Context: an optimization exercise on an open-source flow, tuned for small area, a short achievable clock period and few clock cycles. The choices shown serve that exercise and are no tape-out recipe.
Function was not checked in any run shown here: the RTL went through the layout flow alone.
Power figures rest on the tool's default switching activity, not on a simulated workload.

$ cat flow/config.mk
export PLATFORM = sky130hd
export DESIGN_NAME = CONVCOR
export DESIGN_NICKNAME = CONVCOR
export VERILOG_FILES = /design/flow/design.v
export SDC_FILE = /design/flow/constraint.sdc
export NUM_CORES = 4
export LEC_CHECK = 0
export CAP_MARGIN = 20
export CORE_MARGIN = 2
export CORE_UTILIZATION = 40
export SLEW_MARGIN = 20
$ cat flow/constraint.sdc
create_clock -name core_clock -period 12.5 [get_ports {clk}]
set_input_delay 2.5000 -clock core_clock [delete_from_list [all_inputs] [get_ports {clk}]]
set_output_delay 2.5000 -clock core_clock [all_outputs]
set_load 0.01 [all_outputs]
$ cat flow/design.v
module CONVCOR(clk, rst_n, in_valid, in_a, in_b, in_mode, out_valid, out);
input clk, rst_n, in_valid, in_mode;
input [15:0] in_a, in_b;
output reg out_valid;
output reg signed [35:0] out;
reg m;
reg [3:0] cnt;
reg acc;
wire idle = (cnt == 4'd0);
wire mm = idle ? in_mode : m;
wire last = m ? (cnt == 4'd5) : (cnt == 4'd11);
wire [3:0] ncnt = idle ? {3'd0, in_valid} : (last ? 4'd0 : cnt + 4'd1);
reg [15:0] A1, A2, A3, B1, B2, B3;
wire shift = (cnt[3:2] == 2'b00) && (cnt[1:0] != 2'b11);
always @(posedge clk) begin
  A1 <= shift ? in_a : A3; A2 <= A1; A3 <= A2;
  B1 <= shift ? in_b : B3; B2 <= B1; B3 <= B2;
end
reg [2:0] nax, nay;
reg npx, npy, nacc, nvalid;
always @(*) begin
  nax = 3'b000; nay = 3'b000; npx = 1'b1; npy = 1'b1; nacc = 1'b0; nvalid = 1'b0;
  if (m) begin
    nacc = (cnt == 4'd1) || (cnt == 4'd2);
    nvalid = (cnt == 4'd4);
  end else begin
    case (cnt)
      4'd1: begin npx = 1'b0; npy = 1'b0; nax = 3'b001; nay = 3'b010; end
      4'd2: begin npx = 1'b0; npy = 1'b0; nax = 3'b100; nay = 3'b001; end
      4'd3: begin npx = 1'b0; npy = 1'b0; nax = 3'b100; nay = 3'b100; end
      4'd4: begin npx = 1'b0; npy = 1'b0; nax = 3'b100; nay = 3'b010; end
      4'd5: begin npx = 1'b0; npy = 1'b0; nax = 3'b010; nay = 3'b001; end
      4'd6: begin npx = 1'b0; npy = 1'b0; nax = 3'b010; nay = 3'b100; end
      4'd7: begin npx = 1'b0; npy = 1'b0; nax = 3'b100; nay = 3'b100; end
      default: ;
    endcase
    nacc = (cnt == 4'd2) || (cnt == 4'd4) || (cnt == 4'd5) || (cnt == 4'd7);
    nvalid = (cnt == 4'd2) || (cnt == 4'd4) || (cnt == 4'd7) || (cnt == 4'd9) || (cnt == 4'd10);
  end
  if (idle) begin
    nax = 3'b000; nay = 3'b000; npx = 1'b1; npy = 1'b1; nacc = 1'b0; nvalid = 1'b0;
  end
end
reg [2:0] ax, ay;
reg px, py;
always @(posedge clk) begin
  if (!rst_n) begin
    px <= 1'b1; py <= 1'b1; ax <= 3'b000; ay <= 3'b000;
  end else if (idle) begin
    px <= 1'b1; py <= 1'b1; ax <= 3'b000; ay <= 3'b000;
    if (in_valid && !in_mode) begin px <= 1'b0; ax <= 3'b001; end
  end else begin
    px <= npx; py <= npy; ax <= nax; ay <= nay;
  end
end
wire [15:0] sx = ({16{ax[0]}} & A1) | ({16{ax[1]}} & A2) | ({16{ax[2]}} & A3);
wire [15:0] sy = ({16{ay[0]}} & B1) | ({16{ay[1]}} & B2) | ({16{ay[2]}} & B3);
function [16:0] benc(input [7:0] y);    
  integer k;
  reg ym, z;
  begin
    for (k = 0; k < 3; k = k + 1) begin
      ym = (k == 0) ? 1'b0 : y[2*k-1];
      benc[k] = y[2*k] ^ ym;
      benc[3+k] = (y[2*k+1] & ~y[2*k] & ~ym) | (~y[2*k+1] & y[2*k] & ym);
      benc[6+k] = y[2*k+1];
    end
    z = y[6] ^ y[5];
    benc[9]  = ~y[7] & z;                    
    benc[10] = y[7] & z;                     
    benc[11] = ~y[7] & y[6] & y[5];          
    benc[12] = y[7] & ~y[6] & ~y[5];         
    benc[16:13] = {benc[11], benc[12], benc[9], benc[10]};
  end
endfunction
wire [16:0] er_pin = benc(in_b[15:8]), ei_pin = benc(in_b[7:0]);
wire [16:0] er_st = benc(sy[15:8]), ei_st = benc(sy[7:0]);
wire [16:0] ner = py ? er_pin : er_st;
wire [16:0] nei = py ? ei_pin : ei_st;
wire [15:0] nx = px ? in_a : sx;
wire [8:0] nnxr = -{nx[15], nx[15:8]};
wire [8:0] nnxi = -{nx[7], nx[7:0]};
reg [7:0] xr, xi;
reg [8:0] nxr, nxi;
reg [2:0] r_one, r_two, r_neg, i_one, i_two, i_nre, i_nim;
reg [3:0] r_top, i_tre, i_tim;
always @(posedge clk) begin
  xr <= nx[15:8]; xi <= nx[7:0];
  nxr <= nnxr; nxi <= nnxi;
  r_one <= ner[2:0]; r_two <= ner[5:3]; r_neg <= ner[8:6]; r_top <= ner[12:9];
  i_one <= nei[2:0]; i_two <= nei[5:3];
  i_nre <= nei[8:6] ^ {3{~mm}};
  i_nim <= nei[8:6] ^ {3{mm}};
  i_tre <= mm ? nei[12:9] : nei[16:13];
  i_tim <= mm ? nei[16:13] : nei[12:9];
end
always @(posedge clk) begin
  if (!rst_n) begin
    cnt <= 4'd0;
    out_valid <= 1'b0;
    acc <= 1'b0;
  end else begin
    cnt <= ncnt;
    m <= mm;
    out_valid <= nvalid;
    acc <= nacc;
  end
end
reg [17:0] cre0, cre1, cim0, cim1;
reg acc2;
wire prr_p0_0 = (r_one[0] & xr[0]) ^ r_neg[0];
wire prr_p0_1 = ((r_one[0] & xr[1]) | (r_two[0] & xr[0])) ^ r_neg[0];
wire prr_p0_2 = ((r_one[0] & xr[2]) | (r_two[0] & xr[1])) ^ r_neg[0];
wire prr_p0_3 = ((r_one[0] & xr[3]) | (r_two[0] & xr[2])) ^ r_neg[0];
wire prr_p0_4 = ((r_one[0] & xr[4]) | (r_two[0] & xr[3])) ^ r_neg[0];
wire prr_p0_5 = ((r_one[0] & xr[5]) | (r_two[0] & xr[4])) ^ r_neg[0];
wire prr_p0_6 = ((r_one[0] & xr[6]) | (r_two[0] & xr[5])) ^ r_neg[0];
wire prr_p0_7 = ((r_one[0] & xr[7]) | (r_two[0] & xr[6])) ^ r_neg[0];
wire prr_p0_8 = ((r_one[0] & xr[7]) | (r_two[0] & xr[7])) ^ r_neg[0];
wire prr_p1_0 = (r_one[1] & xr[0]) ^ r_neg[1];
wire prr_p1_1 = ((r_one[1] & xr[1]) | (r_two[1] & xr[0])) ^ r_neg[1];
wire prr_p1_2 = ((r_one[1] & xr[2]) | (r_two[1] & xr[1])) ^ r_neg[1];
wire prr_p1_3 = ((r_one[1] & xr[3]) | (r_two[1] & xr[2])) ^ r_neg[1];
wire prr_p1_4 = ((r_one[1] & xr[4]) | (r_two[1] & xr[3])) ^ r_neg[1];
wire prr_p1_5 = ((r_one[1] & xr[5]) | (r_two[1] & xr[4])) ^ r_neg[1];
wire prr_p1_6 = ((r_one[1] & xr[6]) | (r_two[1] & xr[5])) ^ r_neg[1];
wire prr_p1_7 = ((r_one[1] & xr[7]) | (r_two[1] & xr[6])) ^ r_neg[1];
wire prr_p1_8 = ((r_one[1] & xr[7]) | (r_two[1] & xr[7])) ^ r_neg[1];
wire prr_p2_0 = (r_one[2] & xr[0]) ^ r_neg[2];
wire prr_p2_1 = ((r_one[2] & xr[1]) | (r_two[2] & xr[0])) ^ r_neg[2];
wire prr_p2_2 = ((r_one[2] & xr[2]) | (r_two[2] & xr[1])) ^ r_neg[2];
wire prr_p2_3 = ((r_one[2] & xr[3]) | (r_two[2] & xr[2])) ^ r_neg[2];
wire prr_p2_4 = ((r_one[2] & xr[4]) | (r_two[2] & xr[3])) ^ r_neg[2];
wire prr_p2_5 = ((r_one[2] & xr[5]) | (r_two[2] & xr[4])) ^ r_neg[2];
wire prr_p2_6 = ((r_one[2] & xr[6]) | (r_two[2] & xr[5])) ^ r_neg[2];
wire prr_p2_7 = ((r_one[2] & xr[7]) | (r_two[2] & xr[6])) ^ r_neg[2];
wire prr_p2_8 = ((r_one[2] & xr[7]) | (r_two[2] & xr[7])) ^ r_neg[2];
wire prr_p3_0 = (r_top[0] & xr[0]) | (r_top[1] & nxr[0]);
wire prr_p3_1 = (r_top[0] & xr[1]) | (r_top[1] & nxr[1]) | (r_top[2] & xr[0]) | (r_top[3] & nxr[0]);
wire prr_p3_2 = (r_top[0] & xr[2]) | (r_top[1] & nxr[2]) | (r_top[2] & xr[1]) | (r_top[3] & nxr[1]);
wire prr_p3_3 = (r_top[0] & xr[3]) | (r_top[1] & nxr[3]) | (r_top[2] & xr[2]) | (r_top[3] & nxr[2]);
wire prr_p3_4 = (r_top[0] & xr[4]) | (r_top[1] & nxr[4]) | (r_top[2] & xr[3]) | (r_top[3] & nxr[3]);
wire prr_p3_5 = (r_top[0] & xr[5]) | (r_top[1] & nxr[5]) | (r_top[2] & xr[4]) | (r_top[3] & nxr[4]);
wire prr_p3_6 = (r_top[0] & xr[6]) | (r_top[1] & nxr[6]) | (r_top[2] & xr[5]) | (r_top[3] & nxr[5]);
wire prr_p3_7 = (r_top[0] & xr[7]) | (r_top[1] & nxr[7]) | (r_top[2] & xr[6]) | (r_top[3] & nxr[6]);
wire prr_p3_8 = (r_top[0] & xr[7]) | (r_top[1] & nxr[8]) | (r_top[2] & xr[7]) | (r_top[3] & nxr[7]);
wire prr_p3_9 = (r_top[0] & xr[7]) | (r_top[1] & nxr[8]) | (r_top[2] & xr[7]) | (r_top[3] & nxr[8]);
wire pii_p0_0 = (i_one[0] & xi[0]) ^ i_nre[0];
wire pii_p0_1 = ((i_one[0] & xi[1]) | (i_two[0] & xi[0])) ^ i_nre[0];
wire pii_p0_2 = ((i_one[0] & xi[2]) | (i_two[0] & xi[1])) ^ i_nre[0];
wire pii_p0_3 = ((i_one[0] & xi[3]) | (i_two[0] & xi[2])) ^ i_nre[0];
wire pii_p0_4 = ((i_one[0] & xi[4]) | (i_two[0] & xi[3])) ^ i_nre[0];
wire pii_p0_5 = ((i_one[0] & xi[5]) | (i_two[0] & xi[4])) ^ i_nre[0];
wire pii_p0_6 = ((i_one[0] & xi[6]) | (i_two[0] & xi[5])) ^ i_nre[0];
wire pii_p0_7 = ((i_one[0] & xi[7]) | (i_two[0] & xi[6])) ^ i_nre[0];
wire pii_p0_8 = ((i_one[0] & xi[7]) | (i_two[0] & xi[7])) ^ i_nre[0];
wire pii_p1_0 = (i_one[1] & xi[0]) ^ i_nre[1];
wire pii_p1_1 = ((i_one[1] & xi[1]) | (i_two[1] & xi[0])) ^ i_nre[1];
wire pii_p1_2 = ((i_one[1] & xi[2]) | (i_two[1] & xi[1])) ^ i_nre[1];
wire pii_p1_3 = ((i_one[1] & xi[3]) | (i_two[1] & xi[2])) ^ i_nre[1];
wire pii_p1_4 = ((i_one[1] & xi[4]) | (i_two[1] & xi[3])) ^ i_nre[1];
wire pii_p1_5 = ((i_one[1] & xi[5]) | (i_two[1] & xi[4])) ^ i_nre[1];
wire pii_p1_6 = ((i_one[1] & xi[6]) | (i_two[1] & xi[5])) ^ i_nre[1];
wire pii_p1_7 = ((i_one[1] & xi[7]) | (i_two[1] & xi[6])) ^ i_nre[1];
wire pii_p1_8 = ((i_one[1] & xi[7]) | (i_two[1] & xi[7])) ^ i_nre[1];
wire pii_p2_0 = (i_one[2] & xi[0]) ^ i_nre[2];
wire pii_p2_1 = ((i_one[2] & xi[1]) | (i_two[2] & xi[0])) ^ i_nre[2];
wire pii_p2_2 = ((i_one[2] & xi[2]) | (i_two[2] & xi[1])) ^ i_nre[2];
wire pii_p2_3 = ((i_one[2] & xi[3]) | (i_two[2] & xi[2])) ^ i_nre[2];
wire pii_p2_4 = ((i_one[2] & xi[4]) | (i_two[2] & xi[3])) ^ i_nre[2];
wire pii_p2_5 = ((i_one[2] & xi[5]) | (i_two[2] & xi[4])) ^ i_nre[2];
wire pii_p2_6 = ((i_one[2] & xi[6]) | (i_two[2] & xi[5])) ^ i_nre[2];
wire pii_p2_7 = ((i_one[2] & xi[7]) | (i_two[2] & xi[6])) ^ i_nre[2];
wire pii_p2_8 = ((i_one[2] & xi[7]) | (i_two[2] & xi[7])) ^ i_nre[2];
wire pii_p3_0 = (i_tre[0] & xi[0]) | (i_tre[1] & nxi[0]);
wire pii_p3_1 = (i_tre[0] & xi[1]) | (i_tre[1] & nxi[1]) | (i_tre[2] & xi[0]) | (i_tre[3] & nxi[0]);
wire pii_p3_2 = (i_tre[0] & xi[2]) | (i_tre[1] & nxi[2]) | (i_tre[2] & xi[1]) | (i_tre[3] & nxi[1]);
wire pii_p3_3 = (i_tre[0] & xi[3]) | (i_tre[1] & nxi[3]) | (i_tre[2] & xi[2]) | (i_tre[3] & nxi[2]);
wire pii_p3_4 = (i_tre[0] & xi[4]) | (i_tre[1] & nxi[4]) | (i_tre[2] & xi[3]) | (i_tre[3] & nxi[3]);
wire pii_p3_5 = (i_tre[0] & xi[5]) | (i_tre[1] & nxi[5]) | (i_tre[2] & xi[4]) | (i_tre[3] & nxi[4]);
wire pii_p3_6 = (i_tre[0] & xi[6]) | (i_tre[1] & nxi[6]) | (i_tre[2] & xi[5]) | (i_tre[3] & nxi[5]);
wire pii_p3_7 = (i_tre[0] & xi[7]) | (i_tre[1] & nxi[7]) | (i_tre[2] & xi[6]) | (i_tre[3] & nxi[6]);
wire pii_p3_8 = (i_tre[0] & xi[7]) | (i_tre[1] & nxi[8]) | (i_tre[2] & xi[7]) | (i_tre[3] & nxi[7]);
wire pii_p3_9 = (i_tre[0] & xi[7]) | (i_tre[1] & nxi[8]) | (i_tre[2] & xi[7]) | (i_tre[3] & nxi[8]);
wire pri_p0_0 = (i_one[0] & xr[0]) ^ i_nim[0];
wire pri_p0_1 = ((i_one[0] & xr[1]) | (i_two[0] & xr[0])) ^ i_nim[0];
wire pri_p0_2 = ((i_one[0] & xr[2]) | (i_two[0] & xr[1])) ^ i_nim[0];
wire pri_p0_3 = ((i_one[0] & xr[3]) | (i_two[0] & xr[2])) ^ i_nim[0];
wire pri_p0_4 = ((i_one[0] & xr[4]) | (i_two[0] & xr[3])) ^ i_nim[0];
wire pri_p0_5 = ((i_one[0] & xr[5]) | (i_two[0] & xr[4])) ^ i_nim[0];
wire pri_p0_6 = ((i_one[0] & xr[6]) | (i_two[0] & xr[5])) ^ i_nim[0];
wire pri_p0_7 = ((i_one[0] & xr[7]) | (i_two[0] & xr[6])) ^ i_nim[0];
wire pri_p0_8 = ((i_one[0] & xr[7]) | (i_two[0] & xr[7])) ^ i_nim[0];
wire pri_p1_0 = (i_one[1] & xr[0]) ^ i_nim[1];
wire pri_p1_1 = ((i_one[1] & xr[1]) | (i_two[1] & xr[0])) ^ i_nim[1];
wire pri_p1_2 = ((i_one[1] & xr[2]) | (i_two[1] & xr[1])) ^ i_nim[1];
wire pri_p1_3 = ((i_one[1] & xr[3]) | (i_two[1] & xr[2])) ^ i_nim[1];
wire pri_p1_4 = ((i_one[1] & xr[4]) | (i_two[1] & xr[3])) ^ i_nim[1];
wire pri_p1_5 = ((i_one[1] & xr[5]) | (i_two[1] & xr[4])) ^ i_nim[1];
wire pri_p1_6 = ((i_one[1] & xr[6]) | (i_two[1] & xr[5])) ^ i_nim[1];
wire pri_p1_7 = ((i_one[1] & xr[7]) | (i_two[1] & xr[6])) ^ i_nim[1];
wire pri_p1_8 = ((i_one[1] & xr[7]) | (i_two[1] & xr[7])) ^ i_nim[1];
wire pri_p2_0 = (i_one[2] & xr[0]) ^ i_nim[2];
wire pri_p2_1 = ((i_one[2] & xr[1]) | (i_two[2] & xr[0])) ^ i_nim[2];
wire pri_p2_2 = ((i_one[2] & xr[2]) | (i_two[2] & xr[1])) ^ i_nim[2];
wire pri_p2_3 = ((i_one[2] & xr[3]) | (i_two[2] & xr[2])) ^ i_nim[2];
wire pri_p2_4 = ((i_one[2] & xr[4]) | (i_two[2] & xr[3])) ^ i_nim[2];
wire pri_p2_5 = ((i_one[2] & xr[5]) | (i_two[2] & xr[4])) ^ i_nim[2];
wire pri_p2_6 = ((i_one[2] & xr[6]) | (i_two[2] & xr[5])) ^ i_nim[2];
wire pri_p2_7 = ((i_one[2] & xr[7]) | (i_two[2] & xr[6])) ^ i_nim[2];
wire pri_p2_8 = ((i_one[2] & xr[7]) | (i_two[2] & xr[7])) ^ i_nim[2];
wire pri_p3_0 = (i_tim[0] & xr[0]) | (i_tim[1] & nxr[0]);
wire pri_p3_1 = (i_tim[0] & xr[1]) | (i_tim[1] & nxr[1]) | (i_tim[2] & xr[0]) | (i_tim[3] & nxr[0]);
wire pri_p3_2 = (i_tim[0] & xr[2]) | (i_tim[1] & nxr[2]) | (i_tim[2] & xr[1]) | (i_tim[3] & nxr[1]);
wire pri_p3_3 = (i_tim[0] & xr[3]) | (i_tim[1] & nxr[3]) | (i_tim[2] & xr[2]) | (i_tim[3] & nxr[2]);
wire pri_p3_4 = (i_tim[0] & xr[4]) | (i_tim[1] & nxr[4]) | (i_tim[2] & xr[3]) | (i_tim[3] & nxr[3]);
wire pri_p3_5 = (i_tim[0] & xr[5]) | (i_tim[1] & nxr[5]) | (i_tim[2] & xr[4]) | (i_tim[3] & nxr[4]);
wire pri_p3_6 = (i_tim[0] & xr[6]) | (i_tim[1] & nxr[6]) | (i_tim[2] & xr[5]) | (i_tim[3] & nxr[5]);
wire pri_p3_7 = (i_tim[0] & xr[7]) | (i_tim[1] & nxr[7]) | (i_tim[2] & xr[6]) | (i_tim[3] & nxr[6]);
wire pri_p3_8 = (i_tim[0] & xr[7]) | (i_tim[1] & nxr[8]) | (i_tim[2] & xr[7]) | (i_tim[3] & nxr[7]);
wire pri_p3_9 = (i_tim[0] & xr[7]) | (i_tim[1] & nxr[8]) | (i_tim[2] & xr[7]) | (i_tim[3] & nxr[8]);
wire pir_p0_0 = (r_one[0] & xi[0]) ^ r_neg[0];
wire pir_p0_1 = ((r_one[0] & xi[1]) | (r_two[0] & xi[0])) ^ r_neg[0];
wire pir_p0_2 = ((r_one[0] & xi[2]) | (r_two[0] & xi[1])) ^ r_neg[0];
wire pir_p0_3 = ((r_one[0] & xi[3]) | (r_two[0] & xi[2])) ^ r_neg[0];
wire pir_p0_4 = ((r_one[0] & xi[4]) | (r_two[0] & xi[3])) ^ r_neg[0];
wire pir_p0_5 = ((r_one[0] & xi[5]) | (r_two[0] & xi[4])) ^ r_neg[0];
wire pir_p0_6 = ((r_one[0] & xi[6]) | (r_two[0] & xi[5])) ^ r_neg[0];
wire pir_p0_7 = ((r_one[0] & xi[7]) | (r_two[0] & xi[6])) ^ r_neg[0];
wire pir_p0_8 = ((r_one[0] & xi[7]) | (r_two[0] & xi[7])) ^ r_neg[0];
wire pir_p1_0 = (r_one[1] & xi[0]) ^ r_neg[1];
wire pir_p1_1 = ((r_one[1] & xi[1]) | (r_two[1] & xi[0])) ^ r_neg[1];
wire pir_p1_2 = ((r_one[1] & xi[2]) | (r_two[1] & xi[1])) ^ r_neg[1];
wire pir_p1_3 = ((r_one[1] & xi[3]) | (r_two[1] & xi[2])) ^ r_neg[1];
wire pir_p1_4 = ((r_one[1] & xi[4]) | (r_two[1] & xi[3])) ^ r_neg[1];
wire pir_p1_5 = ((r_one[1] & xi[5]) | (r_two[1] & xi[4])) ^ r_neg[1];
wire pir_p1_6 = ((r_one[1] & xi[6]) | (r_two[1] & xi[5])) ^ r_neg[1];
wire pir_p1_7 = ((r_one[1] & xi[7]) | (r_two[1] & xi[6])) ^ r_neg[1];
wire pir_p1_8 = ((r_one[1] & xi[7]) | (r_two[1] & xi[7])) ^ r_neg[1];
wire pir_p2_0 = (r_one[2] & xi[0]) ^ r_neg[2];
wire pir_p2_1 = ((r_one[2] & xi[1]) | (r_two[2] & xi[0])) ^ r_neg[2];
wire pir_p2_2 = ((r_one[2] & xi[2]) | (r_two[2] & xi[1])) ^ r_neg[2];
wire pir_p2_3 = ((r_one[2] & xi[3]) | (r_two[2] & xi[2])) ^ r_neg[2];
wire pir_p2_4 = ((r_one[2] & xi[4]) | (r_two[2] & xi[3])) ^ r_neg[2];
wire pir_p2_5 = ((r_one[2] & xi[5]) | (r_two[2] & xi[4])) ^ r_neg[2];
wire pir_p2_6 = ((r_one[2] & xi[6]) | (r_two[2] & xi[5])) ^ r_neg[2];
wire pir_p2_7 = ((r_one[2] & xi[7]) | (r_two[2] & xi[6])) ^ r_neg[2];
wire pir_p2_8 = ((r_one[2] & xi[7]) | (r_two[2] & xi[7])) ^ r_neg[2];
wire pir_p3_0 = (r_top[0] & xi[0]) | (r_top[1] & nxi[0]);
wire pir_p3_1 = (r_top[0] & xi[1]) | (r_top[1] & nxi[1]) | (r_top[2] & xi[0]) | (r_top[3] & nxi[0]);
wire pir_p3_2 = (r_top[0] & xi[2]) | (r_top[1] & nxi[2]) | (r_top[2] & xi[1]) | (r_top[3] & nxi[1]);
wire pir_p3_3 = (r_top[0] & xi[3]) | (r_top[1] & nxi[3]) | (r_top[2] & xi[2]) | (r_top[3] & nxi[2]);
wire pir_p3_4 = (r_top[0] & xi[4]) | (r_top[1] & nxi[4]) | (r_top[2] & xi[3]) | (r_top[3] & nxi[3]);
wire pir_p3_5 = (r_top[0] & xi[5]) | (r_top[1] & nxi[5]) | (r_top[2] & xi[4]) | (r_top[3] & nxi[4]);
wire pir_p3_6 = (r_top[0] & xi[6]) | (r_top[1] & nxi[6]) | (r_top[2] & xi[5]) | (r_top[3] & nxi[5]);
wire pir_p3_7 = (r_top[0] & xi[7]) | (r_top[1] & nxi[7]) | (r_top[2] & xi[6]) | (r_top[3] & nxi[6]);
wire pir_p3_8 = (r_top[0] & xi[7]) | (r_top[1] & nxi[8]) | (r_top[2] & xi[7]) | (r_top[3] & nxi[7]);
wire pir_p3_9 = (r_top[0] & xi[7]) | (r_top[1] & nxi[8]) | (r_top[2] & xi[7]) | (r_top[3] & nxi[8]);
wire tre_w1 = prr_p0_4 ^ prr_p1_2 ^ prr_p2_0;
wire tre_w2 = (prr_p0_4 & prr_p1_2) | (prr_p0_4 & prr_p2_0) | (prr_p1_2 & prr_p2_0);
wire tre_w3 = prr_p0_5 ^ prr_p1_3;
wire tre_w4 = prr_p0_5 & prr_p1_3;
wire tre_w5 = prr_p0_6 ^ prr_p1_4 ^ prr_p2_2;
wire tre_w6 = (prr_p0_6 & prr_p1_4) | (prr_p0_6 & prr_p2_2) | (prr_p1_4 & prr_p2_2);
wire tre_w7 = prr_p3_0 ^ pii_p0_6;
wire tre_w8 = prr_p3_0 & pii_p0_6;
wire tre_w9 = prr_p0_7 ^ prr_p1_5 ^ prr_p2_3;
wire tre_w10 = (prr_p0_7 & prr_p1_5) | (prr_p0_7 & prr_p2_3) | (prr_p1_5 & prr_p2_3);
wire tre_w11 = prr_p3_1 ^ pii_p0_7 ^ pii_p1_5;
wire tre_w12 = (prr_p3_1 & pii_p0_7) | (prr_p3_1 & pii_p1_5) | (pii_p0_7 & pii_p1_5);
wire tre_w13 = ~(prr_p0_8) ^ prr_p1_6 ^ prr_p2_4;
wire tre_w14 = (~(prr_p0_8) & prr_p1_6) | (~(prr_p0_8) & prr_p2_4) | (prr_p1_6 & prr_p2_4);
wire tre_w15 = prr_p3_2 ^ ~(pii_p0_8) ^ pii_p1_6;
wire tre_w16 = (prr_p3_2 & ~(pii_p0_8)) | (prr_p3_2 & pii_p1_6) | (~(pii_p0_8) & pii_p1_6);
wire tre_w17 = prr_p1_7 ^ prr_p2_5 ^ prr_p3_3;
wire tre_w18 = (prr_p1_7 & prr_p2_5) | (prr_p1_7 & prr_p3_3) | (prr_p2_5 & prr_p3_3);
wire tre_w19 = pii_p1_7 ^ pii_p2_5;
wire tre_w20 = pii_p1_7 & pii_p2_5;
wire tre_w21 = ~(prr_p1_8) ^ prr_p2_6 ^ prr_p3_4;
wire tre_w22 = (~(prr_p1_8) & prr_p2_6) | (~(prr_p1_8) & prr_p3_4) | (prr_p2_6 & prr_p3_4);
wire tre_w23 = ~(pii_p1_8) ^ pii_p2_6;
wire tre_w24 = ~(pii_p1_8) & pii_p2_6;
wire tre_w25 = prr_p0_2 ^ prr_p1_0 ^ r_neg[1];
wire tre_w26 = (prr_p0_2 & prr_p1_0) | (prr_p0_2 & r_neg[1]) | (prr_p1_0 & r_neg[1]);
wire tre_w27 = prr_p0_3 ^ prr_p1_1;
wire tre_w28 = prr_p0_3 & prr_p1_1;
wire tre_w29 = tre_w1 ^ r_neg[2] ^ pii_p0_4;
wire tre_w30 = (tre_w1 & r_neg[2]) | (tre_w1 & pii_p0_4) | (r_neg[2] & pii_p0_4);
wire tre_w31 = pii_p1_2 ^ pii_p2_0;
wire tre_w32 = pii_p1_2 & pii_p2_0;
wire tre_w33 = tre_w2 ^ tre_w3 ^ prr_p2_1;
wire tre_w34 = (tre_w2 & tre_w3) | (tre_w2 & prr_p2_1) | (tre_w3 & prr_p2_1);
wire tre_w35 = pii_p0_5 ^ pii_p1_3 ^ pii_p2_1;
wire tre_w36 = (pii_p0_5 & pii_p1_3) | (pii_p0_5 & pii_p2_1) | (pii_p1_3 & pii_p2_1);
wire tre_w37 = tre_w4 ^ tre_w5 ^ tre_w7;
wire tre_w38 = (tre_w4 & tre_w5) | (tre_w4 & tre_w7) | (tre_w5 & tre_w7);
wire tre_w39 = pii_p1_4 ^ pii_p2_2 ^ pii_p3_0;
wire tre_w40 = (pii_p1_4 & pii_p2_2) | (pii_p1_4 & pii_p3_0) | (pii_p2_2 & pii_p3_0);
wire tre_w41 = tre_w6 ^ tre_w8 ^ tre_w9;
wire tre_w42 = (tre_w6 & tre_w8) | (tre_w6 & tre_w9) | (tre_w8 & tre_w9);
wire tre_w43 = tre_w11 ^ pii_p2_3 ^ pii_p3_1;
wire tre_w44 = (tre_w11 & pii_p2_3) | (tre_w11 & pii_p3_1) | (pii_p2_3 & pii_p3_1);
wire tre_w45 = tre_w10 ^ tre_w12 ^ tre_w13;
wire tre_w46 = (tre_w10 & tre_w12) | (tre_w10 & tre_w13) | (tre_w12 & tre_w13);
wire tre_w47 = tre_w15 ^ pii_p2_4 ^ pii_p3_2;
wire tre_w48 = (tre_w15 & pii_p2_4) | (tre_w15 & pii_p3_2) | (pii_p2_4 & pii_p3_2);
wire tre_w49 = tre_w14 ^ tre_w16 ^ tre_w17;
wire tre_w50 = (tre_w14 & tre_w16) | (tre_w14 & tre_w17) | (tre_w16 & tre_w17);
wire tre_w51 = tre_w19 ^ pii_p3_3 ^ 1'b1;
wire tre_w52 = (tre_w19 & pii_p3_3) | (tre_w19 & 1'b1) | (pii_p3_3 & 1'b1);
wire tre_w53 = tre_w18 ^ tre_w20 ^ tre_w21;
wire tre_w54 = (tre_w18 & tre_w20) | (tre_w18 & tre_w21) | (tre_w20 & tre_w21);
wire tre_w55 = tre_w23 ^ pii_p3_4 ^ 1'b1;
wire tre_w56 = (tre_w23 & pii_p3_4) | (tre_w23 & 1'b1) | (pii_p3_4 & 1'b1);
wire tre_w57 = tre_w22 ^ tre_w24 ^ prr_p2_7;
wire tre_w58 = (tre_w22 & tre_w24) | (tre_w22 & prr_p2_7) | (tre_w24 & prr_p2_7);
wire tre_w59 = prr_p3_5 ^ pii_p2_7 ^ pii_p3_5;
wire tre_w60 = (prr_p3_5 & pii_p2_7) | (prr_p3_5 & pii_p3_5) | (pii_p2_7 & pii_p3_5);
wire tre_w61 = ~(prr_p2_8) ^ prr_p3_6 ^ ~(pii_p2_8);
wire tre_w62 = (~(prr_p2_8) & prr_p3_6) | (~(prr_p2_8) & ~(pii_p2_8)) | (prr_p3_6 & ~(pii_p2_8));
wire tre_w63 = pii_p3_6 ^ 1'b1;
wire tre_w64 = pii_p3_6 & 1'b1;
wire tre_w65 = prr_p0_0 ^ r_neg[0];
wire tre_w66 = prr_p0_0 & r_neg[0];
wire tre_w67 = tre_w25 ^ pii_p0_2;
wire tre_w68 = tre_w25 & pii_p0_2;
wire tre_w69 = tre_w26 ^ tre_w27 ^ pii_p0_3;
wire tre_w70 = (tre_w26 & tre_w27) | (tre_w26 & pii_p0_3) | (tre_w27 & pii_p0_3);
wire tre_w71 = tre_w28 ^ tre_w29 ^ tre_w31;
wire tre_w72 = (tre_w28 & tre_w29) | (tre_w28 & tre_w31) | (tre_w29 & tre_w31);
wire tre_w73 = tre_w30 ^ tre_w32 ^ tre_w33;
wire tre_w74 = (tre_w30 & tre_w32) | (tre_w30 & tre_w33) | (tre_w32 & tre_w33);
wire tre_w75 = tre_w34 ^ tre_w36 ^ tre_w37;
wire tre_w76 = (tre_w34 & tre_w36) | (tre_w34 & tre_w37) | (tre_w36 & tre_w37);
wire tre_w77 = tre_w38 ^ tre_w40 ^ tre_w41;
wire tre_w78 = (tre_w38 & tre_w40) | (tre_w38 & tre_w41) | (tre_w40 & tre_w41);
wire tre_w79 = tre_w42 ^ tre_w44 ^ tre_w45;
wire tre_w80 = (tre_w42 & tre_w44) | (tre_w42 & tre_w45) | (tre_w44 & tre_w45);
wire tre_w81 = tre_w46 ^ tre_w48 ^ tre_w49;
wire tre_w82 = (tre_w46 & tre_w48) | (tre_w46 & tre_w49) | (tre_w48 & tre_w49);
wire tre_w83 = tre_w50 ^ tre_w52 ^ tre_w53;
wire tre_w84 = (tre_w50 & tre_w52) | (tre_w50 & tre_w53) | (tre_w52 & tre_w53);
wire tre_w85 = tre_w54 ^ tre_w56 ^ tre_w57;
wire tre_w86 = (tre_w54 & tre_w56) | (tre_w54 & tre_w57) | (tre_w56 & tre_w57);
wire tre_w87 = tre_w58 ^ tre_w60 ^ tre_w61;
wire tre_w88 = (tre_w58 & tre_w60) | (tre_w58 & tre_w61) | (tre_w60 & tre_w61);
wire tre_w89 = tre_w62 ^ tre_w64 ^ prr_p3_7;
wire tre_w90 = (tre_w62 & tre_w64) | (tre_w62 & prr_p3_7) | (tre_w64 & prr_p3_7);
wire tre_w91 = prr_p3_8 ^ pii_p3_8;
wire tre_w92 = prr_p3_8 & pii_p3_8;
wire tre_w93 = ~(prr_p3_9) ^ ~(pii_p3_9);
wire tre_w94 = ~(prr_p3_9) & ~(pii_p3_9);
wire tre_w95 = tre_w65 ^ pii_p0_0;
wire tre_w96 = tre_w65 & pii_p0_0;
wire tre_w97 = tre_w66 ^ prr_p0_1 ^ pii_p0_1;
wire tre_w98 = (tre_w66 & prr_p0_1) | (tre_w66 & pii_p0_1) | (prr_p0_1 & pii_p0_1);
wire tre_w99 = tre_w67 ^ pii_p1_0 ^ i_nre[1];
wire tre_w100 = (tre_w67 & pii_p1_0) | (tre_w67 & i_nre[1]) | (pii_p1_0 & i_nre[1]);
wire tre_w101 = tre_w68 ^ tre_w69 ^ pii_p1_1;
wire tre_w102 = (tre_w68 & tre_w69) | (tre_w68 & pii_p1_1) | (tre_w69 & pii_p1_1);
wire tre_w103 = tre_w70 ^ tre_w71 ^ i_nre[2];
wire tre_w104 = (tre_w70 & tre_w71) | (tre_w70 & i_nre[2]) | (tre_w71 & i_nre[2]);
wire tre_w105 = tre_w72 ^ tre_w73 ^ tre_w35;
wire tre_w106 = (tre_w72 & tre_w73) | (tre_w72 & tre_w35) | (tre_w73 & tre_w35);
wire tre_w107 = tre_w74 ^ tre_w75 ^ tre_w39;
wire tre_w108 = (tre_w74 & tre_w75) | (tre_w74 & tre_w39) | (tre_w75 & tre_w39);
wire tre_w109 = tre_w76 ^ tre_w77 ^ tre_w43;
wire tre_w110 = (tre_w76 & tre_w77) | (tre_w76 & tre_w43) | (tre_w77 & tre_w43);
wire tre_w111 = tre_w78 ^ tre_w79 ^ tre_w47;
wire tre_w112 = (tre_w78 & tre_w79) | (tre_w78 & tre_w47) | (tre_w79 & tre_w47);
wire tre_w113 = tre_w80 ^ tre_w81 ^ tre_w51;
wire tre_w114 = (tre_w80 & tre_w81) | (tre_w80 & tre_w51) | (tre_w81 & tre_w51);
wire tre_w115 = tre_w82 ^ tre_w83 ^ tre_w55;
wire tre_w116 = (tre_w82 & tre_w83) | (tre_w82 & tre_w55) | (tre_w83 & tre_w55);
wire tre_w117 = tre_w84 ^ tre_w85 ^ tre_w59;
wire tre_w118 = (tre_w84 & tre_w85) | (tre_w84 & tre_w59) | (tre_w85 & tre_w59);
wire tre_w119 = tre_w86 ^ tre_w87 ^ tre_w63;
wire tre_w120 = (tre_w86 & tre_w87) | (tre_w86 & tre_w63) | (tre_w87 & tre_w63);
wire tre_w121 = tre_w88 ^ tre_w89 ^ pii_p3_7;
wire tre_w122 = (tre_w88 & tre_w89) | (tre_w88 & pii_p3_7) | (tre_w89 & pii_p3_7);
wire tre_w123 = tre_w90 ^ tre_w91 ^ 1'b1;
wire tre_w124 = (tre_w90 & tre_w91) | (tre_w90 & 1'b1) | (tre_w91 & 1'b1);
wire tre_w125 = tre_w92 ^ tre_w93 ^ 1'b1;
wire tre_w126 = (tre_w92 & tre_w93) | (tre_w92 & 1'b1) | (tre_w93 & 1'b1);
wire [17:0] tre_r0 = {1'b1, tre_w126, tre_w124, tre_w122, tre_w120, tre_w118, tre_w116, tre_w114, tre_w112, tre_w110, tre_w108, tre_w106, tre_w104, tre_w102, tre_w100, tre_w98, tre_w96, tre_w95};
wire [17:0] tre_r1 = {1'b0, tre_w94, tre_w125, tre_w123, tre_w121, tre_w119, tre_w117, tre_w115, tre_w113, tre_w111, tre_w109, tre_w107, tre_w105, tre_w103, tre_w101, tre_w99, tre_w97, i_nre[0]};
wire tim_w1 = pri_p0_4 ^ pri_p1_2 ^ pri_p2_0;
wire tim_w2 = (pri_p0_4 & pri_p1_2) | (pri_p0_4 & pri_p2_0) | (pri_p1_2 & pri_p2_0);
wire tim_w3 = pri_p0_5 ^ pri_p1_3;
wire tim_w4 = pri_p0_5 & pri_p1_3;
wire tim_w5 = pri_p0_6 ^ pri_p1_4 ^ pri_p2_2;
wire tim_w6 = (pri_p0_6 & pri_p1_4) | (pri_p0_6 & pri_p2_2) | (pri_p1_4 & pri_p2_2);
wire tim_w7 = pri_p3_0 ^ pir_p0_6;
wire tim_w8 = pri_p3_0 & pir_p0_6;
wire tim_w9 = pri_p0_7 ^ pri_p1_5 ^ pri_p2_3;
wire tim_w10 = (pri_p0_7 & pri_p1_5) | (pri_p0_7 & pri_p2_3) | (pri_p1_5 & pri_p2_3);
wire tim_w11 = pri_p3_1 ^ pir_p0_7 ^ pir_p1_5;
wire tim_w12 = (pri_p3_1 & pir_p0_7) | (pri_p3_1 & pir_p1_5) | (pir_p0_7 & pir_p1_5);
wire tim_w13 = ~(pri_p0_8) ^ pri_p1_6 ^ pri_p2_4;
wire tim_w14 = (~(pri_p0_8) & pri_p1_6) | (~(pri_p0_8) & pri_p2_4) | (pri_p1_6 & pri_p2_4);
wire tim_w15 = pri_p3_2 ^ ~(pir_p0_8) ^ pir_p1_6;
wire tim_w16 = (pri_p3_2 & ~(pir_p0_8)) | (pri_p3_2 & pir_p1_6) | (~(pir_p0_8) & pir_p1_6);
wire tim_w17 = pri_p1_7 ^ pri_p2_5 ^ pri_p3_3;
wire tim_w18 = (pri_p1_7 & pri_p2_5) | (pri_p1_7 & pri_p3_3) | (pri_p2_5 & pri_p3_3);
wire tim_w19 = pir_p1_7 ^ pir_p2_5;
wire tim_w20 = pir_p1_7 & pir_p2_5;
wire tim_w21 = ~(pri_p1_8) ^ pri_p2_6 ^ pri_p3_4;
wire tim_w22 = (~(pri_p1_8) & pri_p2_6) | (~(pri_p1_8) & pri_p3_4) | (pri_p2_6 & pri_p3_4);
wire tim_w23 = ~(pir_p1_8) ^ pir_p2_6;
wire tim_w24 = ~(pir_p1_8) & pir_p2_6;
wire tim_w25 = pri_p0_2 ^ pri_p1_0 ^ i_nim[1];
wire tim_w26 = (pri_p0_2 & pri_p1_0) | (pri_p0_2 & i_nim[1]) | (pri_p1_0 & i_nim[1]);
wire tim_w27 = pri_p0_3 ^ pri_p1_1;
wire tim_w28 = pri_p0_3 & pri_p1_1;
wire tim_w29 = tim_w1 ^ i_nim[2] ^ pir_p0_4;
wire tim_w30 = (tim_w1 & i_nim[2]) | (tim_w1 & pir_p0_4) | (i_nim[2] & pir_p0_4);
wire tim_w31 = pir_p1_2 ^ pir_p2_0;
wire tim_w32 = pir_p1_2 & pir_p2_0;
wire tim_w33 = tim_w2 ^ tim_w3 ^ pri_p2_1;
wire tim_w34 = (tim_w2 & tim_w3) | (tim_w2 & pri_p2_1) | (tim_w3 & pri_p2_1);
wire tim_w35 = pir_p0_5 ^ pir_p1_3 ^ pir_p2_1;
wire tim_w36 = (pir_p0_5 & pir_p1_3) | (pir_p0_5 & pir_p2_1) | (pir_p1_3 & pir_p2_1);
wire tim_w37 = tim_w4 ^ tim_w5 ^ tim_w7;
wire tim_w38 = (tim_w4 & tim_w5) | (tim_w4 & tim_w7) | (tim_w5 & tim_w7);
wire tim_w39 = pir_p1_4 ^ pir_p2_2 ^ pir_p3_0;
wire tim_w40 = (pir_p1_4 & pir_p2_2) | (pir_p1_4 & pir_p3_0) | (pir_p2_2 & pir_p3_0);
wire tim_w41 = tim_w6 ^ tim_w8 ^ tim_w9;
wire tim_w42 = (tim_w6 & tim_w8) | (tim_w6 & tim_w9) | (tim_w8 & tim_w9);
wire tim_w43 = tim_w11 ^ pir_p2_3 ^ pir_p3_1;
wire tim_w44 = (tim_w11 & pir_p2_3) | (tim_w11 & pir_p3_1) | (pir_p2_3 & pir_p3_1);
wire tim_w45 = tim_w10 ^ tim_w12 ^ tim_w13;
wire tim_w46 = (tim_w10 & tim_w12) | (tim_w10 & tim_w13) | (tim_w12 & tim_w13);
wire tim_w47 = tim_w15 ^ pir_p2_4 ^ pir_p3_2;
wire tim_w48 = (tim_w15 & pir_p2_4) | (tim_w15 & pir_p3_2) | (pir_p2_4 & pir_p3_2);
wire tim_w49 = tim_w14 ^ tim_w16 ^ tim_w17;
wire tim_w50 = (tim_w14 & tim_w16) | (tim_w14 & tim_w17) | (tim_w16 & tim_w17);
wire tim_w51 = tim_w19 ^ pir_p3_3 ^ 1'b1;
wire tim_w52 = (tim_w19 & pir_p3_3) | (tim_w19 & 1'b1) | (pir_p3_3 & 1'b1);
wire tim_w53 = tim_w18 ^ tim_w20 ^ tim_w21;
wire tim_w54 = (tim_w18 & tim_w20) | (tim_w18 & tim_w21) | (tim_w20 & tim_w21);
wire tim_w55 = tim_w23 ^ pir_p3_4 ^ 1'b1;
wire tim_w56 = (tim_w23 & pir_p3_4) | (tim_w23 & 1'b1) | (pir_p3_4 & 1'b1);
wire tim_w57 = tim_w22 ^ tim_w24 ^ pri_p2_7;
wire tim_w58 = (tim_w22 & tim_w24) | (tim_w22 & pri_p2_7) | (tim_w24 & pri_p2_7);
wire tim_w59 = pri_p3_5 ^ pir_p2_7 ^ pir_p3_5;
wire tim_w60 = (pri_p3_5 & pir_p2_7) | (pri_p3_5 & pir_p3_5) | (pir_p2_7 & pir_p3_5);
wire tim_w61 = ~(pri_p2_8) ^ pri_p3_6 ^ ~(pir_p2_8);
wire tim_w62 = (~(pri_p2_8) & pri_p3_6) | (~(pri_p2_8) & ~(pir_p2_8)) | (pri_p3_6 & ~(pir_p2_8));
wire tim_w63 = pir_p3_6 ^ 1'b1;
wire tim_w64 = pir_p3_6 & 1'b1;
wire tim_w65 = pri_p0_0 ^ i_nim[0];
wire tim_w66 = pri_p0_0 & i_nim[0];
wire tim_w67 = tim_w25 ^ pir_p0_2;
wire tim_w68 = tim_w25 & pir_p0_2;
wire tim_w69 = tim_w26 ^ tim_w27 ^ pir_p0_3;
wire tim_w70 = (tim_w26 & tim_w27) | (tim_w26 & pir_p0_3) | (tim_w27 & pir_p0_3);
wire tim_w71 = tim_w28 ^ tim_w29 ^ tim_w31;
wire tim_w72 = (tim_w28 & tim_w29) | (tim_w28 & tim_w31) | (tim_w29 & tim_w31);
wire tim_w73 = tim_w30 ^ tim_w32 ^ tim_w33;
wire tim_w74 = (tim_w30 & tim_w32) | (tim_w30 & tim_w33) | (tim_w32 & tim_w33);
wire tim_w75 = tim_w34 ^ tim_w36 ^ tim_w37;
wire tim_w76 = (tim_w34 & tim_w36) | (tim_w34 & tim_w37) | (tim_w36 & tim_w37);
wire tim_w77 = tim_w38 ^ tim_w40 ^ tim_w41;
wire tim_w78 = (tim_w38 & tim_w40) | (tim_w38 & tim_w41) | (tim_w40 & tim_w41);
wire tim_w79 = tim_w42 ^ tim_w44 ^ tim_w45;
wire tim_w80 = (tim_w42 & tim_w44) | (tim_w42 & tim_w45) | (tim_w44 & tim_w45);
wire tim_w81 = tim_w46 ^ tim_w48 ^ tim_w49;
wire tim_w82 = (tim_w46 & tim_w48) | (tim_w46 & tim_w49) | (tim_w48 & tim_w49);
wire tim_w83 = tim_w50 ^ tim_w52 ^ tim_w53;
wire tim_w84 = (tim_w50 & tim_w52) | (tim_w50 & tim_w53) | (tim_w52 & tim_w53);
wire tim_w85 = tim_w54 ^ tim_w56 ^ tim_w57;
wire tim_w86 = (tim_w54 & tim_w56) | (tim_w54 & tim_w57) | (tim_w56 & tim_w57);
wire tim_w87 = tim_w58 ^ tim_w60 ^ tim_w61;
wire tim_w88 = (tim_w58 & tim_w60) | (tim_w58 & tim_w61) | (tim_w60 & tim_w61);
wire tim_w89 = tim_w62 ^ tim_w64 ^ pri_p3_7;
wire tim_w90 = (tim_w62 & tim_w64) | (tim_w62 & pri_p3_7) | (tim_w64 & pri_p3_7);
wire tim_w91 = pri_p3_8 ^ pir_p3_8;
wire tim_w92 = pri_p3_8 & pir_p3_8;
wire tim_w93 = ~(pri_p3_9) ^ ~(pir_p3_9);
wire tim_w94 = ~(pri_p3_9) & ~(pir_p3_9);
wire tim_w95 = tim_w65 ^ pir_p0_0;
wire tim_w96 = tim_w65 & pir_p0_0;
wire tim_w97 = tim_w66 ^ pri_p0_1 ^ pir_p0_1;
wire tim_w98 = (tim_w66 & pri_p0_1) | (tim_w66 & pir_p0_1) | (pri_p0_1 & pir_p0_1);
wire tim_w99 = tim_w67 ^ pir_p1_0 ^ r_neg[1];
wire tim_w100 = (tim_w67 & pir_p1_0) | (tim_w67 & r_neg[1]) | (pir_p1_0 & r_neg[1]);
wire tim_w101 = tim_w68 ^ tim_w69 ^ pir_p1_1;
wire tim_w102 = (tim_w68 & tim_w69) | (tim_w68 & pir_p1_1) | (tim_w69 & pir_p1_1);
wire tim_w103 = tim_w70 ^ tim_w71 ^ r_neg[2];
wire tim_w104 = (tim_w70 & tim_w71) | (tim_w70 & r_neg[2]) | (tim_w71 & r_neg[2]);
wire tim_w105 = tim_w72 ^ tim_w73 ^ tim_w35;
wire tim_w106 = (tim_w72 & tim_w73) | (tim_w72 & tim_w35) | (tim_w73 & tim_w35);
wire tim_w107 = tim_w74 ^ tim_w75 ^ tim_w39;
wire tim_w108 = (tim_w74 & tim_w75) | (tim_w74 & tim_w39) | (tim_w75 & tim_w39);
wire tim_w109 = tim_w76 ^ tim_w77 ^ tim_w43;
wire tim_w110 = (tim_w76 & tim_w77) | (tim_w76 & tim_w43) | (tim_w77 & tim_w43);
wire tim_w111 = tim_w78 ^ tim_w79 ^ tim_w47;
wire tim_w112 = (tim_w78 & tim_w79) | (tim_w78 & tim_w47) | (tim_w79 & tim_w47);
wire tim_w113 = tim_w80 ^ tim_w81 ^ tim_w51;
wire tim_w114 = (tim_w80 & tim_w81) | (tim_w80 & tim_w51) | (tim_w81 & tim_w51);
wire tim_w115 = tim_w82 ^ tim_w83 ^ tim_w55;
wire tim_w116 = (tim_w82 & tim_w83) | (tim_w82 & tim_w55) | (tim_w83 & tim_w55);
wire tim_w117 = tim_w84 ^ tim_w85 ^ tim_w59;
wire tim_w118 = (tim_w84 & tim_w85) | (tim_w84 & tim_w59) | (tim_w85 & tim_w59);
wire tim_w119 = tim_w86 ^ tim_w87 ^ tim_w63;
wire tim_w120 = (tim_w86 & tim_w87) | (tim_w86 & tim_w63) | (tim_w87 & tim_w63);
wire tim_w121 = tim_w88 ^ tim_w89 ^ pir_p3_7;
wire tim_w122 = (tim_w88 & tim_w89) | (tim_w88 & pir_p3_7) | (tim_w89 & pir_p3_7);
wire tim_w123 = tim_w90 ^ tim_w91 ^ 1'b1;
wire tim_w124 = (tim_w90 & tim_w91) | (tim_w90 & 1'b1) | (tim_w91 & 1'b1);
wire tim_w125 = tim_w92 ^ tim_w93 ^ 1'b1;
wire tim_w126 = (tim_w92 & tim_w93) | (tim_w92 & 1'b1) | (tim_w93 & 1'b1);
wire [17:0] tim_r0 = {1'b1, tim_w126, tim_w124, tim_w122, tim_w120, tim_w118, tim_w116, tim_w114, tim_w112, tim_w110, tim_w108, tim_w106, tim_w104, tim_w102, tim_w100, tim_w98, tim_w96, tim_w95};
wire [17:0] tim_r1 = {1'b0, tim_w94, tim_w125, tim_w123, tim_w121, tim_w119, tim_w117, tim_w115, tim_w113, tim_w111, tim_w109, tim_w107, tim_w105, tim_w103, tim_w101, tim_w99, tim_w97, r_neg[0]};
always @(posedge clk) begin
  cre0 <= tre_r0; cre1 <= tre_r1;
  cim0 <= tim_r0; cim1 <= tim_r1;
  acc2 <= acc;
end
wire [17:0] are = acc2 ? out[35:18] : 18'd0;
wire [17:0] aim = acc2 ? out[17:0] : 18'd0;
wire [17:0] sre = cre0 + cre1 + are;
wire [17:0] sim = cim0 + cim1 + aim;
always @(posedge clk) out <= {sre, sim};
endmodule
$ cat flow/flow/run.sh
#!/bin/bash
set -euo pipefail
bash standard.sh SETUP_SLACK_MARGIN=9 finish > standard_flow.log 2>&1
$ cat flow/standard.sh
#!/bin/bash
# synth_recipe.tcl (not shown) runs the flow's synth.tcl, then flattens the netlist and writes it again
# the make line also repeats each setting of config.mk as NAME=value (left out here)
make -C /OpenROAD-flow-scripts/flow DESIGN_CONFIG=/design/flow/config.mk WORK_HOME=/design/flow/orfs CLKGATE_MAP_FILE= SYNTH_SCRIPT=/design/flow/synth_recipe.tcl "${@:-finish}"
==> results.cfg, run 1 <==
[outcome]
status = finished clean

[timing]
tightest_slew_ns = 0.9403
skew_ns = 0.009900
finalCritPeriodShare_pct = 28.22
fin_setup_tns_ns = 0
relSlewSlack_pct = 37.24
max_freq_mhz = 283.4
grt_setup_unrepaired = yes
hold_viol_final = 0
setup_viol = 0
slew_viol_final = 0
min_period_ns = 3.528

[finish]
fin_area_um2 = 17720
fin_cells = 2066
nets = 1763
area_growth_syn_to_layout_pct = 14.76
final_util_pct = 46.83
diodes = 0
final_common_cell = dfxtp_1
layout_common_cells = dfxtp_1, inv_1, a22oi_1, fa_1, xnor2_1
drive_above_1_share_pct = 14.41

[yosys]
synthXorXnorAreaFrac_pct = 9.131
ys_warn_count = 1
synthMuxAreaShare_pct = 3.727
syn_area_um2 = 15440
async_flop_share_pct = 0
ys.flop_type = dfxtp_1
synth.avg_cell_area_um2 = 10.19
synth.net_count = 1744
synth_cell_types = 64
synthAdderAreaFrac_pct = 21.68
synth_top_family_by_area = adder cells
synth_edf_count = 1
netlist_instances = 1516
synth_compound_area_share_pct = 15.78
synth-seq-area-share_pct = 35.97
yosys.area_share.simple_pct = 7.867
synth-seq-cells = 277

[global_routing]
antenna_found_initial = 0
grt_pass1_vias = 11100
gr-total-overflow = 0
grt_max_degree = 44
grt_use_total_pct = 18.01
grt_pass1_wl_um = 59260

[placed_design]
dp_hpwl_um = 26140
gp_congestion = 0.8330
dpl_cell_area_um2 = 16450
io_buffers = 72
dp.cells = 2002

[floorplan]
die_h_um = 200.5
rows = 71
fp.dieW_um = 200.5
die_area_um2 = 40200
pin_count = 73
core-area_um2 = 37840
start_util_pct = 40.81

[clock_tree]
clock_sinks = 277
cts_made_buffers = 30
clk_pin_slew_worst_paths_ns = 0.06
cts_buffer_depth = 3
cts_root_buf = clkbuf_16
cts_tree = done
htree_levels = 1
clkLatencyLatePin_ns = 0.56

[routing]
drt_iter0_drc = 710
first_pass_iters = 5
drtAntennaViolNets = 0
wirelength_um = 36930
dr_total_vias = 10920
via_per_inst = 5.287
avgRoutedWirePerCell_um = 17.88
drc = 0

[worst_setup_path]
worstPathCellList = buf_6
crit_family = flip-flops
start_kind = flop
criticalPathCategory = reg2out
crit_arrival_ns = 1.03
required_ns = 10.00
crit_fanout = 2
end_kind = primary output
cp_num_buf_inv = 1
regToRegStartpoint = i_tim[1]$_DFF_P_
cpPeakStageDelay_ns = 0.35
cp-startpoint = out[7]$_DFF_P_
crit_slowest_cell = dfxtp_4

[min_path]
hold_class = reg2reg
hold_start = A2[10]$_DFF_P_

[power]
leakagePower_nw = 7.513
finalPower_w = 0.004599
p_per_area_nw_per_um2 = 259.5
peakVddDrop_mv = 0.1058

[flow_run]
max_cap_violations = 0
-- sequential cells by signal (all words and copies together) (netlist names), 9 cells and up --
register  count
A1           16
A2           16
A3           16
B1           16
B2           16
B3           16
cim0         17
cim1         17
cre0         17
cre1         17
nxi           9
nxr           9
out          36
-- final cells by class --
| cell class | count | area [µm²] |
|---|---|---|
| Fill cell | 3575 | 20120 |
| Tap cell | 511 | 639.4 |
| Clock buffer | 44 | 884.6 |
| Sequential cell | 277 | 5637 |
| Multi-Input combinational cell | 1004 | 9041 |
| Clock inverter | 8 | 92.59 |
| Inverter | 130 | 488.0 |
| Timing Repair Buffer | 92 | 940.9 |
-- power by group --
part	leakage, nW	total [W]	internal, W	switching [W]
combinational	4.70	0.00235	0.00110	0.00124
sequential	2.33	0.00138	0.00117	0.000214
clock	0.481	0.000870	0.000525	0.000345
-- per-layer routing --
layer / global-route usage (%) / wire length [µm] / share of wire, % / vias up
met2: 29.45 / 17000 / 46 / 358
met3: 3.117 / 2273 / 6.2 / 68
li1: - / - / - / 5204
met5: 0 / 0 / 0 / -
met1: 24.19 / 16570 / 45 / 5293
met4: 6.058 / 1097 / 3.0 / 0
-- stage by stage --
step | worst slack (ns) | hold slack, ns
2_1_floorplan | 9.014 | 0.3096
3_3_place_gp | 8.373 | 0.3256
3_5_place_dp | 8.377 | 0.3365
4_1_cts | 8.930 | 0.3475
5_1_grt | 8.940 | 0.3526
6_report | 8.972 | 0.3438
-- synth_stat cells, types with 4 or more instances --
library cell / instances / area (µm²)
a211oi_1: 4 / 30.03
a21o_1: 15 / 112.6
a21oi_1: 61 / 305.3
a221oi_1: 13 / 113.9
a222oi_1: 21 / 210.2
a22o_1: 12 / 105.1
a22oi_1: 127 / 953.4
a31oi_1: 6 / 37.54
and2_1: 40 / 250.2
and3_1: 8 / 50.05
buf_2: 10 / 50.05
clkbuf_1: 91 / 341.6
dfxtp_1: 276 / 5525
fa_1: 126 / 2522
ha_1: 66 / 825.8
inv_1: 129 / 484.2
mux2_2: 41 / 461.7
mux2i_1: 10 / 100.1
nand2_1: 94 / 352.8
nand2b_1: 5 / 31.28
nand3_1: 7 / 35.03
nor2_1: 59 / 221.5
nor2b_1: 7 / 43.79
nor3_1: 14 / 70.07
o21a_1: 11 / 82.58
o21ai_0: 36 / 180.2
o21bai_1: 6 / 45.04
o32ai_1: 6 / 52.55
or3_1: 5 / 31.28
xnor2_1: 107 / 937.2
xor2_1: 54 / 473.0
-- cell families (layout without fill, tap and decap cells) --
family | Yosys count | after routing
buffers and inverters | 235 | 274
adders and majority gates | 192 | 192
muxes | 52 | 52
DFF | 277 | 277
and+or+nand+nor | 257 | 257
AOI/OAI and AO/OA | 342 | 342
xor gates and xnor gates | 161 | 161
-- path summary, 6_finish.rpt --
kind / endpoint / slack, ns / depth (start not counted)
min: A3[10]$_DFF_P_ / 0.34 / 0
max: out[7] / 8.97 / 1
max reg2reg: cim1[9]$_DFF_P_ / 9.12 / 7
min reg2reg: A3[10]$_DFF_P_ / 0.34 / 0
-- repair_timing --
item                       CTS  global route
hold buffers                 0             0
setup endpoints to repair   46            65
pin swaps                    1             3
buffers inserted             7             4
resized for setup          237            33
gates cloned                 0             1
==> run 2: changes to the inputs <==
==> flow/flow/run.sh (replaced) <==
#!/bin/bash
set -euo pipefail
bash standard.sh SETUP_SLACK_MARGIN=9 "BUFFER_PORTS_ARGS=-buffer_cell sky130_fd_sc_hd__buf_1" finish > standard_flow.log 2>&1
--- a/flow/config.mk
+++ b/flow/config.mk
@@ -7,5 +7,8 @@
 export LEC_CHECK = 0
 export CAP_MARGIN = 20
 export CORE_MARGIN = 2
-export CORE_UTILIZATION = 40
+export CORE_UTILIZATION = 60
+export CTS_BUF_LIST = sky130_fd_sc_hd__clkbuf_16
+export CTS_CLUSTER_DIAMETER = 150
+export CTS_CLUSTER_SIZE = 20
 export SLEW_MARGIN = 20
==> results.cfg, run 2 <==
[yosys]
synth.area.top_cells = dfxtp_1, fa_1, a22oi_1
ys.flop_type = dfxtp_1
netlist_instances = 1516
synth-seq-cells = 277
synth-seq-area-share_pct = 35.97
synth_edf_count = 1
netlist_top_cells_count = dfxtp_1, inv_1, a22oi_1, fa_1, xnor2_1
async_flop_share_pct = 0
synth.top_cell.area_share_pct = 35.78
synth_largest_area_cell = dfxtp_1
synth_cell_types = 64
ys_warn_count = 1
yosysMostFrequentCell = dfxtp_1
syn_area_um2 = 15440
synth.net_count = 1744
synth.avg_cell_area_um2 = 10.19

[timing]
fin_setup_tns_ns = 0
slew_viol_final = 0
setup_slack_ns = 9.033
setup_viol = 0
max_freq_mhz = 288.4
grt_setup_unrepaired = yes
min_period_ns = 3.467
finalCritPeriodShare_pct = 27.74
tightest_slew_ns = 0.9264
whs_ns = 0.3498
skew_ns = 0.01128
relSlewSlack_pct = 38.15
hold_viol_final = 0

[finish]
largest-register = out
final_common_cell = dfxtp_1
area_growth_syn_to_layout_pct = 7.097
nets = 1747
drive_above_1_share_pct = 12.24
largest_register_ffs = 36
layout_common_cells = dfxtp_1, inv_1, a22oi_1
final_util_pct = 65.49

[clock_tree]
cts_root_buf = clkbuf_16
cts_made_buffers = 17
clock_sinks = 277
cts_hold_buf = 0
clkLatencyLatePin_ns = 0.51
cts_tree = done
clk_pin_slew_worst_paths_ns = 0.08
cts_buffer_depth = 3
htree_levels = 1

[floorplan]
fp.dieW_um = 164.4
die_h_um = 164.4
start_util_pct = 61.15
rows = 58
die_area_um2 = 27040
core-area_um2 = 25250
pin_count = 73

[power]
p_per_area_nw_per_um2 = 251.6
leakagePower_nw = 7.099
peakVddDrop_mv = 0.1737
finalPower_w = 0.004161

[global_routing]
grt_pass1_wl_um = 57100
grt_pass1_vias = 10850
grt_max_degree = 44
gr-total-overflow = 0
grt_use_total_pct = 26.66
antenna_found_initial = 1

[worst_setup_path]
criticalPathCategory = reg2out
cpPeakStageDelay_ns = 0.34
crit_slowest_cell = dfxtp_2
crit_fanout = 2
crit_family = flip-flops
required_ns = 10.00
crit_arrival_ns = 0.97
start_kind = flop
worstPathCellList = buf_2
end_kind = primary output
cp_num_buf_inv = 1

[routing]
via_per_inst = 5.889
drt_iter0_drc = 928
wirelength_um = 34710
dr_total_vias = 10900
avgRoutedWirePerCell_um = 18.75
first_pass_iters = 8
drc = 0
drtAntennaViolNets = 0

[outcome]
status = finished clean

[flow_run]
max_cap_violations = 0

[placed_design]
dp_hpwl_um = 24380
pre_cts_slack_ns = 8.620
io_buffers = 72
gp_congestion = 0.8828

[min_path]
hold_class = reg2reg
[run 2: cell count changes in the layout (fill, tap and decap cells not counted), moves of 4 or more]
cell,before,now
buf_1,0,35
buf_2,1,15
buf_6,36,16
clkbuf_1,7,0
clkbuf_16,32,17
clkbuf_2,0,6
clkbuf_8,6,0
clkdlybuf4s50_1,35,0
clkinv_2,5,1
[run 2: path summary, 6_finish.rpt]
kind	depth (start not counted)	start	end	slack [ns]
worst min-delay path	0	B2[6]$_DFF_P_	B3[6]$_DFF_P_	0.35
worst max register to register	7	i_tim[0]$_DFF_P_	cim1[9]$_DFF_P_	9.08
worst min register to register	0	B2[6]$_DFF_P_	B3[6]$_DFF_P_	0.35
worst max-delay path	1	out[33]$_DFF_P_	out[33]	9.03
[run 2: what timing repair did]
item                                    CTS  global route
cloned                                    0             0
pin swaps                                 0             2
endpoints found under the setup margin   45            61
setup buffers                             0             9
resized for setup                        52            71
[run 2: kinds of logic after synthesis]
family / share of synthesized area [%]
AO/OA/AOI/OAI: 15.78
XOR/XNOR: 9.131
adder cells (fa/ha/maj): 21.68
buffers and inverters: 5.841
flip-flops: 35.97
multiplexers: 3.727
AND/OR/NAND/NOR: 7.867
[run 2: per-stage QoR]
stage | std cells | instance area, µm²
CTS | 1841 | 16290
floorplan | 1516 | 15440
detailed placement | 1821 | 15780
global placement | 1821 | 15780
finish | 1851 | 16540
global route | 1850 | 16540
[run 2: routing by layer]
metal  routed length, µm  vias to the layer above  part of all wire (%)  global-route usage (%)
li1                    -                     5157                     -                       -
met2               15550                      358                    45                   42.49
met1               16070                     5314                    46                   38.27
met5                   0                        -                     0                       0
met3                2097                       72                   6.0                   3.842
met4                 987                        0                   2.8                   7.194
[run 2: report_power, final]
| part | internal, W | switching (W) | total (W) | leakage [nW] |
|---|---|---|---|---|
| clock | 0.000246 | 0.000280 | 0.000525 | 0.223 |
| combinational | 0.00104 | 0.00122 | 0.00226 | 4.54 |
| sequential | 0.00116 | 0.000207 | 0.00137 | 2.33 |
[run 2: layout make-up]
class | instances | area [µm²]
timing repair buffer | 89 | 551.8
fill | 2067 | 8715
clock buffer | 17 | 425.4
antenna | 1 | 2.502
sequential | 277 | 5632
inverter | 130 | 488.0
tap | 330 | 412.9
clock inverter | 3 | 17.52
multi-input combinational | 1004 | 9010

[port drivers added, routing unchanged]
No port has a modelled driver above. Below, the same layouts with a new extraction and two added sets of constraints.
Step 1 (the two cells are an assumption about what drives the block):
set clk [get_ports {clk}]
set_driving_cell -lib_cell sky130_fd_sc_hd__clkbuf_16 $clk
set_driving_cell -lib_cell sky130_fd_sc_hd__buf_2 [delete_from_list [all_inputs] $clk]
Step 2 times the ports against the registers' clock, not the clock port: input delays grow and output delays shrink by t, the midpoint of the rising clock arrivals with the driver on.
Three values: ideal ports, drivers, drivers and shift; two values: the first two.
| run | t (ns) | setup WS [ns] | worst setup path after step 2 | slew at the worst register clock pin (ns) | cell pins on the clock port's net |
|---|---|---|---|---|---|
| run 1 | 0.610 | 8.972 / 8.918 / 8.455 | input to register | 0.06 / 0.06 | 1 |
| run 2 | 0.549 | 9.033 / 8.985 / 8.713 | input to register | 0.08 / 0.08 | 1 |
After both steps setup and hold are still met in every run listed. The setup slack of run 1, which loses most, moves by -0.054 ns with the drivers and by -0.517 ns with both steps.
